Context: an optimization exercise on an open-source flow, tuned for small area. The choices shown serve that exercise and are no tape-out recipe. At most, simulation tests tie the RTL to the original design; equivalence was not proved. Power is estimated from default activity; no workload was simulated.

Setup of run a:
==> flow/design.v (excerpt) <==
module top(clk, rs, rw, en, dat, ps2k_clk, ps2k_data, reset);
Size: about 600 cells after synthesis, roughly 95 flip-flops, about 15 I/O pins, ~5200 sq um of cells after synthesis.
clock: 10.0 ns
lec_check: 0
cap_margin: 20
core_margin: 2
core_utilization: 40
slew_margin: 20
standard.sh (not shown) runs the stock make flow with config.mk's settings and CLKGATE_MAP_FILE= SYNTH_SCRIPT=/design/flow/synth_recipe.tcl, a recipe that flattens the netlist after the stock synthesis.
==> flow/flow/run.sh <==
#!/bin/bash
# Layout flow: the standard ORFS flow (standard.sh) with
#  - an area-oriented ABC script for the standard synthesis's logic mapping
#    (registers are mapped before ABC runs, so they are the standard ones),
#  - small port buffers, and a clock tree without dummy loads.
# Each tool's output goes to a log file of its own in this folder.
set -euo pipefail
S=$PWD/scripts
rm -rf "$S"
cp -r "$FLOW_HOME/scripts" "$S"
cp flow/abc_area.script "$S/abc_area.script"
CTS="-sink_clustering_enable -repair_clock_nets -dont_use_dummy_load -buf_list sky130_fd_sc_hd__clkbuf_4 -root_buf sky130_fd_sc_hd__clkbuf_8"
bash standard.sh SCRIPTS_DIR="$S" ABC_AREA=1 synth > synth.log 2>&1
bash standard.sh SCRIPTS_DIR="$S" ABC_AREA=1 \
  BUFFER_PORTS_ARGS="-buffer_cell sky130_fd_sc_hd__buf_1" \
  CTS_ARGS="$CTS" finish > layout.log 2>&1
==> flow/flow/abc_area.script <==
strash
&get -n
&deepsyn -T 20
&put
dch -f
amap
topo
--- input diff run a..run b ---
-- flow/flow/run.sh --
<<< run a, line 10
cp -r "$FLOW_HOME/scripts" "$S"
cp flow/abc_area.script "$S/abc_area.script"
CTS="-sink_clustering_enable -repair_clock_nets -dont_use_dummy_load -buf_list sky130_fd_sc_hd__clkbuf_4 -root_buf sky130_fd_sc_hd__clkbuf_8"
bash standard.sh SCRIPTS_DIR="$S" ABC_AREA=1 synth > synth.log 2>&1
bash standard.sh SCRIPTS_DIR="$S" ABC_AREA=1 \
>>> run b, line 10
cp -r "$FLOW_HOME/scripts" "$S"
cp flow/abc_area.script "$S/abc_area.script"
CTS="-sink_clustering_enable -repair_clock_nets -dont_use_dummy_load -buf_list sky130_fd_sc_hd__clkbuf_8"
bash standard.sh SCRIPTS_DIR="$S" ABC_AREA=1 synth > synth.log 2>&1
bash standard.sh SCRIPTS_DIR="$S" ABC_AREA=1 \
==> flow/flow/abc_area.script <==
strash
&get -n
&deepsyn -T 60
&put
dch -f
amap
topo
Run b vs. run a: global-route usage now smaller, share of the clock period used by the worst path after layout now larger. Measured against each other, run b and run a differ in wire length, the higher figure coming from run a. Run b vs. run a: number of signal-net buffers in the layout went up by 1. Relative to run a, share of total power in combinational logic has gone up in run b. [compare] base=run a new=run b: final cell count grew by 1.3%, number of clock buffer instances in the layout held steady, met3 layer usage reported by global route grew by 0.73 points, die footprint held steady. The complex-gate fraction of the synthesized area reported for run b is smaller than that of run a by 1.1 points. Between run a and run b, the flow reports final layout net count increasing slightly.

Setup of zinc:
top, a different RTL version from the one above (not shown whole).
Size: ~15 I/O pins, about 4600 sq um of cells after synthesis.
==> flow/config.mk <==
export PLATFORM = sky130hd
export DESIGN_NAME = top
export DESIGN_NICKNAME = top
export VERILOG_FILES = /design/flow/design.v
export SDC_FILE = /design/flow/constraint.sdc
export NUM_CORES = 4
export LEC_CHECK = 0
export CAP_MARGIN = 20
export CORE_MARGIN = 2
export CORE_UTILIZATION = 60
export SLEW_MARGIN = 20
==> flow/constraint.sdc <==
create_clock -name core_clock -period 10.0 [get_ports {clk}]
set_input_delay 2.0000 -clock core_clock [delete_from_list [all_inputs] [get_ports {clk}]]
set_output_delay 2.0000 -clock core_clock [all_outputs]
set_load 0.01 [all_outputs]
==> flow/flow/run.sh <==
#!/bin/bash
# Layout flow: the standard ORFS flow (standard.sh) with
#  - an area-oriented ABC script for the standard synthesis's logic mapping,
#    and no separate half/full-adder mapping (registers are mapped before
#    ABC runs, so they are the standard ones),
#  - small port buffers, and a clock tree without dummy loads.
# Each tool's output goes to a log file of its own in this folder.
set -euo pipefail
S=$PWD/scripts
rm -rf "$S"
cp -r "$FLOW_HOME/scripts" "$S"
cp flow/abc_area.script "$S/abc_area.script"
CTS="-sink_clustering_enable -repair_clock_nets -dont_use_dummy_load -buf_list sky130_fd_sc_hd__clkbuf_8"
bash standard.sh SCRIPTS_DIR="$S" ABC_AREA=1 ADDER_MAP_FILE= synth > synth.log 2>&1
bash standard.sh SCRIPTS_DIR="$S" ABC_AREA=1 ADDER_MAP_FILE= \
  BUFFER_PORTS_ARGS="-buffer_cell sky130_fd_sc_hd__buf_1" \
  CTS_ARGS="$CTS" finish > layout.log 2>&1
==> flow/flow/abc_area.script <==
strash
&get -n
&deepsyn -T 90
&put
dch -f
amap
topo
## Diff of input files: garnet against zinc
Settings: CORE_UTILIZATION now 40, was 60.
Having completed the whole flow, garnet delivered a layout that passed the timing, DRC and antenna checks.
For the share of total power consumed by net switching, garnet came in 0.24 points higher than zinc did.
The lower initial standard-cell utilization of the core of zinc and garnet is in garnet.
In the metrics for zinc and garnet, the one carrying the higher sequential cell area share is zinc.
Diff zinc -> garnet | routed wire length | up by a few percent
met3 wire length in garnet is about 9% lower than in zinc
Diff zinc -> garnet: clock distribution power now sits at about the same level; transition time at the pin with the least slew margin now sits higher; met2 layer wire length in the routed design now sits higher; final design area excluding fillers now sits higher.
Summary — via count, garnet relative to zinc: lower, by 109.
Relative to garnet, the following input files were edited for maple:
Settings: a change of CORE_UTILIZATION from 40 to 75.
### Flow results
- [diff] total power, maple relative to garnet: regression
- On proportion of power drawn by flip-flops and latches: maple sits below garnet.
- Part of the power in combinational logic ended up 1.0 points higher on maple than on garnet.

Setup of v21:
top, a different RTL version from the one above (not shown whole).
Size in the first run: about 570 cells after synthesis, about 92 flip-flops, about 15 I/O pins, roughly 4700 um^2 of cells after synthesis.
// top
module top(clk, rs, rw, en, dat, ps2k_clk, ps2k_data, reset);
clock: 10.0 ns
lec_check: 0
cap_margin: 0
core_margin: 2
core_utilization: 40
slew_margin: 0
==> flow/flow/abc_area.script <==
strash
&get -n
&deepsyn -T 30
&put
dch -f
amap
topo
Scripts as last shown in full above: flow/flow/run.sh
v21: PASS, flow complete, no timing, DRC or antenna violations
The inputs of v36 differ from those of v21 as listed below.
==> flow/flow/abc_area.script <==
strash
&get -n
&deepsyn -T 150
&put
dch -f
amap
topo
-- flow/config.mk --
<<< v21, line 6
export NUM_CORES = 4
export LEC_CHECK = 0
export CAP_MARGIN = 0
export CORE_MARGIN = 2
export CORE_UTILIZATION = 40
export SLEW_MARGIN = 0
>>> v36, line 6
export NUM_CORES = 4
export LEC_CHECK = 0
export CAP_MARGIN = 20
export CORE_MARGIN = 2
export CORE_UTILIZATION = 40
export SLEW_MARGIN = 20
Notes after the runs:
As far as number of sinks handled by clock tree synthesis goes, v36 and v21 are indistinguishable; the numbers are identical.
Changes observed in v36 relative to v21: post-layout worst setup margin saw little to no change; number of cells upsized or downsized after cts essentially unchanged; overall fraction of global-route tracks in use held; final-layout clock buffer total barely changed.

top, a different RTL version from the one above (not shown whole).
Size: about 880 cells after synthesis, about 15 I/O pins, about 6300 um^2 of cells after synthesis.
export LEC_CHECK = 0
export ABC_AREA = 1
export CAP_MARGIN = 20
export CORE_MARGIN = 2
export CORE_UTILIZATION = 40
export CTS_BUF_LIST = sky130_fd_sc_hd__clkbuf_8
export SLEW_MARGIN = 20
create_clock -name core_clock -period 10.0 [get_ports {clk}]
run.sh (not shown) runs the stock make flow with config.mk's settings and CLKGATE_MAP_FILE= SYNTH_SCRIPT=/design/flow/synth_recipe.tcl, a recipe that flattens the netlist after the stock synthesis.
Stock flow here: none of the scripts above is used.
The baseline completed without violations.
Rerun with:
==> flow/flow/run.sh (new file) <==
#!/bin/bash
# Layout flow: the standard ORFS flow (standard.sh) with
#  - an area-oriented ABC script for the standard synthesis's logic mapping
#    (registers are mapped before ABC runs, so they are the standard ones),
#  - small port buffers, and a clock tree without dummy loads.
# Each tool's output goes to a log file of its own in this folder.
set -euo pipefail
S=$PWD/scripts
rm -rf "$S"
cp -r "$FLOW_HOME/scripts" "$S"
cp flow/abc_area.script "$S/abc_area.script"
CTS="-sink_clustering_enable -repair_clock_nets -dont_use_dummy_load -buf_list sky130_fd_sc_hd__clkbuf_8"
bash standard.sh SCRIPTS_DIR="$S" ABC_AREA=1 synth > synth.log 2>&1
bash standard.sh SCRIPTS_DIR="$S" ABC_AREA=1 \
  BUFFER_PORTS_ARGS="-buffer_cell sky130_fd_sc_hd__buf_1" \
  CTS_ARGS="$CTS" finish > layout.log 2>&1
==> flow/flow/abc_area.script (new file) <==
strash
&get -n
&deepsyn -T 60
&put
dch -f
amap
topo
==> flow/standard.sh (new file) <==
#!/bin/bash
# synth_recipe.tcl (not shown) runs the flow's synth.tcl, then flattens the netlist and writes it again
# the make line also repeats each setting of config.mk as NAME=value (left out here)
make -C /OpenROAD-flow-scripts/flow DESIGN_CONFIG=/design/flow/config.mk WORK_HOME=/design/flow/orfs CLKGATE_MAP_FILE= SYNTH_SCRIPT=/design/flow/synth_recipe.tcl "${@:-finish}"
- ABC_AREA: 1 -> default
- CTS_BUF_LIST: sky130_fd_sc_hd__clkbuf_8 -> default
removed: flow/run.sh
- cell count goes down by about 27%
- hold slack is about the same
- clock skew goes up by 15 ps
- worst setup slack got worse by 970 ps
No functional check of the RTL was part of any run of this note.

== the baseline ==
top, a different RTL version from the one above (not shown whole).
Size in the first run: about 570 cells after synthesis, roughly 94 flip-flops, ~15 I/O pins.
// top
module top(clk, rs, rw, en, dat, ps2k_clk, ps2k_data, reset);
 input clk, reset;
 input ps2k_clk, ps2k_data;
 output [7:0] dat;
 output rs, rw, en;
 reg [2:0] ph;
 reg clkr;
 reg [4:0] u;
 always @(posedge clk or negedge reset)
  if (!reset) begin
   ph <= 3'd0; clkr <= 1'b0; u <= 5'd0;
  end else begin
   ph <= ph + 3'd1;
   if (ph == 3'd7) begin
    clkr <= ~clkr;
    u <= (u == 5'd24) ? 5'd0 : u + 5'd1;
   end
  end
 wire tick = (u == 5'd12) && (ph == 3'd2);
 wire sample = (ph == 3'd5) && !clkr;
 wire fall = (ph == 3'd7) && clkr;
 wire p, fire;
 wire [3:0] key;
 ps2_key k(.clk(clk), .reset(reset), .ps2k_clk(ps2k_clk), .ps2k_data(ps2k_data),
  .p(p), .fire(fire), .key(key));
 wire [3:0] h0, h1, h2, g0, g1, g2, s0, min;
 wire [2:0] s1;
 wire pa, pb;
 datapath d(.clk(clk), .reset(reset), .fire(fire), .key(key), .p(p), .tick(tick),
  .h0(h0), .h1(h1), .h2(h2), .g0(g0), .g1(g1), .g2(g2),
  .s0(s0), .s1(s1), .min(min), .pa(pa), .pb(pb));
 lcd l(.clk(clk), .reset(reset), .sample(sample), .fall(fall),
  .h2(h2), .h1(h1), .h0(h0), .g2(g2), .g1(g1), .g0(g0),
  .s0(s0), .s1(s1), .min(min), .pa(pa), .pb(pb),
  .rs(rs), .dat(dat));
 assign en = clkr;
 assign rw = 1'b0;
endmodule
clock: 10.0 ns
lec_check: 0
cap_margin: 20
core_margin: 2
core_utilization: 40
slew_margin: 20
standard.sh (not shown) runs the stock make flow with config.mk's settings and CLKGATE_MAP_FILE= SYNTH_SCRIPT=/design/flow/synth_recipe.tcl, a recipe that flattens the netlist after the stock synthesis.
==> flow/flow/run.sh <==
#!/bin/bash
# Layout flow: the standard ORFS flow (standard.sh) with
#  - an area-oriented ABC script for the standard synthesis's logic mapping,
#    and no separate half/full-adder mapping (registers are mapped before
#    ABC runs, so they are the standard ones),
#  - small port buffers, and a clock tree without dummy loads.
# Each tool's output goes to a log file of its own in this folder.
set -euo pipefail
S=$PWD/scripts
rm -rf "$S"
cp -r "$FLOW_HOME/scripts" "$S"
cp flow/abc_area.script "$S/abc_area.script"
CTS="-sink_clustering_enable -repair_clock_nets -dont_use_dummy_load -buf_list sky130_fd_sc_hd__clkbuf_8 -sink_clustering_size 30 -sink_clustering_max_diameter 300 -sink_clustering_levels 1"
bash standard.sh SCRIPTS_DIR="$S" ABC_AREA=1 ADDER_MAP_FILE= synth > synth.log 2>&1
bash standard.sh SCRIPTS_DIR="$S" ABC_AREA=1 ADDER_MAP_FILE= \
  BUFFER_PORTS_ARGS="-buffer_cell sky130_fd_sc_hd__buf_1" \
  CTS_ARGS="$CTS" finish > layout.log 2>&1
==> flow/flow/abc_area.script <==
strash
&get -n
&deepsyn -T 30
&put
dch -f
amap
topo
The flow did not stop early for the baseline: all stages ran, and the layout cleared the timing, DRC and antenna checks.
Changes in the candidate relative to the baseline:
--- a/flow/flow/run.sh
+++ b/flow/flow/run.sh
@@ -13 +13 @@
-CTS="-sink_clustering_enable -repair_clock_nets -dont_use_dummy_load -buf_list sky130_fd_sc_hd__clkbuf_8 -sink_clustering_size 30 -sink_clustering_max_diameter 300 -sink_clustering_levels 1"
+CTS="-sink_clustering_enable -repair_clock_nets -dont_use_dummy_load -buf_list sky130_fd_sc_hd__clkbuf_8"
==> flow/flow/abc_area.script <==
strash
&get -n
&deepsyn -T 90
&put
dch -f
amap
topo
Notes after the runs:
- On final critical-path required period, the candidate and the baseline are basically level.
- From the baseline to the candidate, buffer depth of the longest clock path did not move at all.
- The baseline and the candidate ended up with roughly the same final area.
- Post-synthesis cell area came out exactly the same in the candidate and the baseline.
- Diff the candidate..the baseline | area after detailed placement | unchanged
- Power drawn by the sequential cells of the baseline is on par with the candidate.
- [compare] base=the baseline new=the candidate: overall fraction of global-route tracks in use has remained practically unchanged, number of violations reported at the end of detailed-routing iteration 0 flat.

## before
Another version of the RTL of top (not shown whole).
Size: roughly 560 cells after synthesis, ~92 flip-flops, about 15 I/O pins, roughly 0.0046 mm2 of cells after synthesis.
==> flow/config.mk <==
export PLATFORM = sky130hd
export DESIGN_NAME = top
export DESIGN_NICKNAME = top
export VERILOG_FILES = /design/flow/design.v
export SDC_FILE = /design/flow/constraint.sdc
export NUM_CORES = 4
export LEC_CHECK = 0
export CAP_MARGIN = 20
export CORE_MARGIN = 2
export CORE_UTILIZATION = 40
export SLEW_MARGIN = 20
==> flow/constraint.sdc <==
create_clock -name core_clock -period 10.0 [get_ports {clk}]
set_input_delay 2.0000 -clock core_clock [delete_from_list [all_inputs] [get_ports {clk}]]
set_output_delay 2.0000 -clock core_clock [all_outputs]
set_load 0.01 [all_outputs]
==> flow/flow/run.sh <==
#!/bin/bash
# Layout flow: the standard ORFS flow (standard.sh) with
#  - an area-oriented ABC script for the standard synthesis's logic mapping,
#    and no separate half/full-adder mapping (registers are mapped before
#    ABC runs, so they are the standard ones),
#  - small port buffers, and a clock tree without dummy loads.
# Each tool's output goes to a log file of its own in this folder.
set -euo pipefail
S=$PWD/scripts
rm -rf "$S"
cp -r "$FLOW_HOME/scripts" "$S"
cp flow/abc_area.script "$S/abc_area.script"
CTS="-sink_clustering_enable -repair_clock_nets -dont_use_dummy_load -buf_list sky130_fd_sc_hd__clkbuf_16 -sink_buffer_max_cap_derate 1.0"
bash standard.sh SCRIPTS_DIR="$S" ABC_AREA=1 ADDER_MAP_FILE= synth > synth.log 2>&1
bash standard.sh SCRIPTS_DIR="$S" ABC_AREA=1 ADDER_MAP_FILE= \
  BUFFER_PORTS_ARGS="-buffer_cell sky130_fd_sc_hd__buf_1" \
  CTS_ARGS="$CTS" finish > layout.log 2>&1
==> flow/flow/abc_area.script <==
strash
&get -n
&deepsyn -T 30
&put
dch -f
amap
topo
before finished every step from synthesis to the final layout, and the layout passed the timing, DRC and antenna checks.
Here is what was changed in the inputs of after compared with before.
-- flow/flow/run.sh --
<<< before, line 12
cp flow/abc_area.script "$S/abc_area.script"
CTS="-sink_clustering_enable -repair_clock_nets -dont_use_dummy_load -buf_list sky130_fd_sc_hd__clkbuf_16 -sink_buffer_max_cap_derate 1.0"
bash standard.sh SCRIPTS_DIR="$S" ABC_AREA=1 ADDER_MAP_FILE= synth > synth.log 2>&1
>>> after, line 12
cp flow/abc_area.script "$S/abc_area.script"
CTS="-sink_clustering_enable -repair_clock_nets -dont_use_dummy_load -buf_list sky130_fd_sc_hd__clkbuf_8"
bash standard.sh SCRIPTS_DIR="$S" ABC_AREA=1 ADDER_MAP_FILE= synth > synth.log 2>&1
==> flow/flow/abc_area.script <==
strash
&get -n
&deepsyn -T 150
&put
dch -f
amap
topo
Findings:
Going from before to after, power density over the cells lost 7.9%; initial standard-cell utilization of the core neither gained nor lost much; required time at the worst-slack endpoint picked up an extra 20 ps; met3 routed wirelength lost 53 um. The run showing the smaller post-route cell area is after. Buffering overhead: before vs after — no meaningful difference. For the clock network fraction of design power, after came in 7.2 points lower than before did. Looking only at clock transition time at the flip-flop clock pins of the worst setup and hold paths, and setting everything else aside, the higher value of before and after goes to after. Diff after..before | sequential power | negligible. Power: after draws less than before.

## afterwards: timing with drivers on the ports
In the flow no input, the clock included, has a driving cell. The finished layouts below were timed again as built, in two steps.
Step 1 sets driving cells, clkbuf_16 on the clock port and buf_2 on the other inputs (assumed; they add their load-dependent delay and slew).
Step 2 adds t to the input delays and takes it off the output delays; t is the mean of the earliest and latest rising clock arrival at the registers after step 1. Input paths then give back, and output paths get back, about the clock's delay inside the block.
Three values: ideal, step 1, step 2; two values: the first two.
run | t (ns) | setup WS [ns] | hold WS [ns]
run a | 0.403 | 4.078 / 4.078 / 4.078 | 0.335 / 0.335 / 0.335
run b | 0.398 | 3.985 / 3.985 / 3.985 | 0.336 / 0.336 / 0.336
zinc | 0.375 | 4.005 / 4.005 / 4.005 | 0.341 / 0.341 / 0.341
garnet | 0.382 | 4.022 / 4.022 / 4.022 | 0.340 / 0.340 / 0.340
maple | 0.370 | 3.582 / 3.582 / 3.582 | 0.337 / 0.337 / 0.337
v21 | 0.378 | 4.490 / 4.490 / 4.490 | 0.334 / 0.334 / 0.334
v36 | 0.378 | 4.490 / 4.490 / 4.490 | 0.334 / 0.334 / 0.334
the first run of note 4 | 0.419 | 5.102 / 5.065 / 5.484 | 0.335 / 0.335 / 0.335
the second run of note 4 | 0.404 | 4.131 / 4.131 / 4.131 | 0.336 / 0.336 / 0.336
the baseline | 0.398 | 4.425 / 4.392 / 4.428 | 0.334 / 0.334 / 0.334
the candidate | 0.398 | 4.425 / 4.392 / 4.428 | 0.334 / 0.334 / 0.334
before | 0.373 | 3.851 / 3.851 / 3.851 | 0.328 / 0.328 / 0.328
after | 0.395 | 3.823 / 3.823 / 3.823 | 0.332 / 0.332 / 0.332
After both steps every run listed still meets setup and hold.
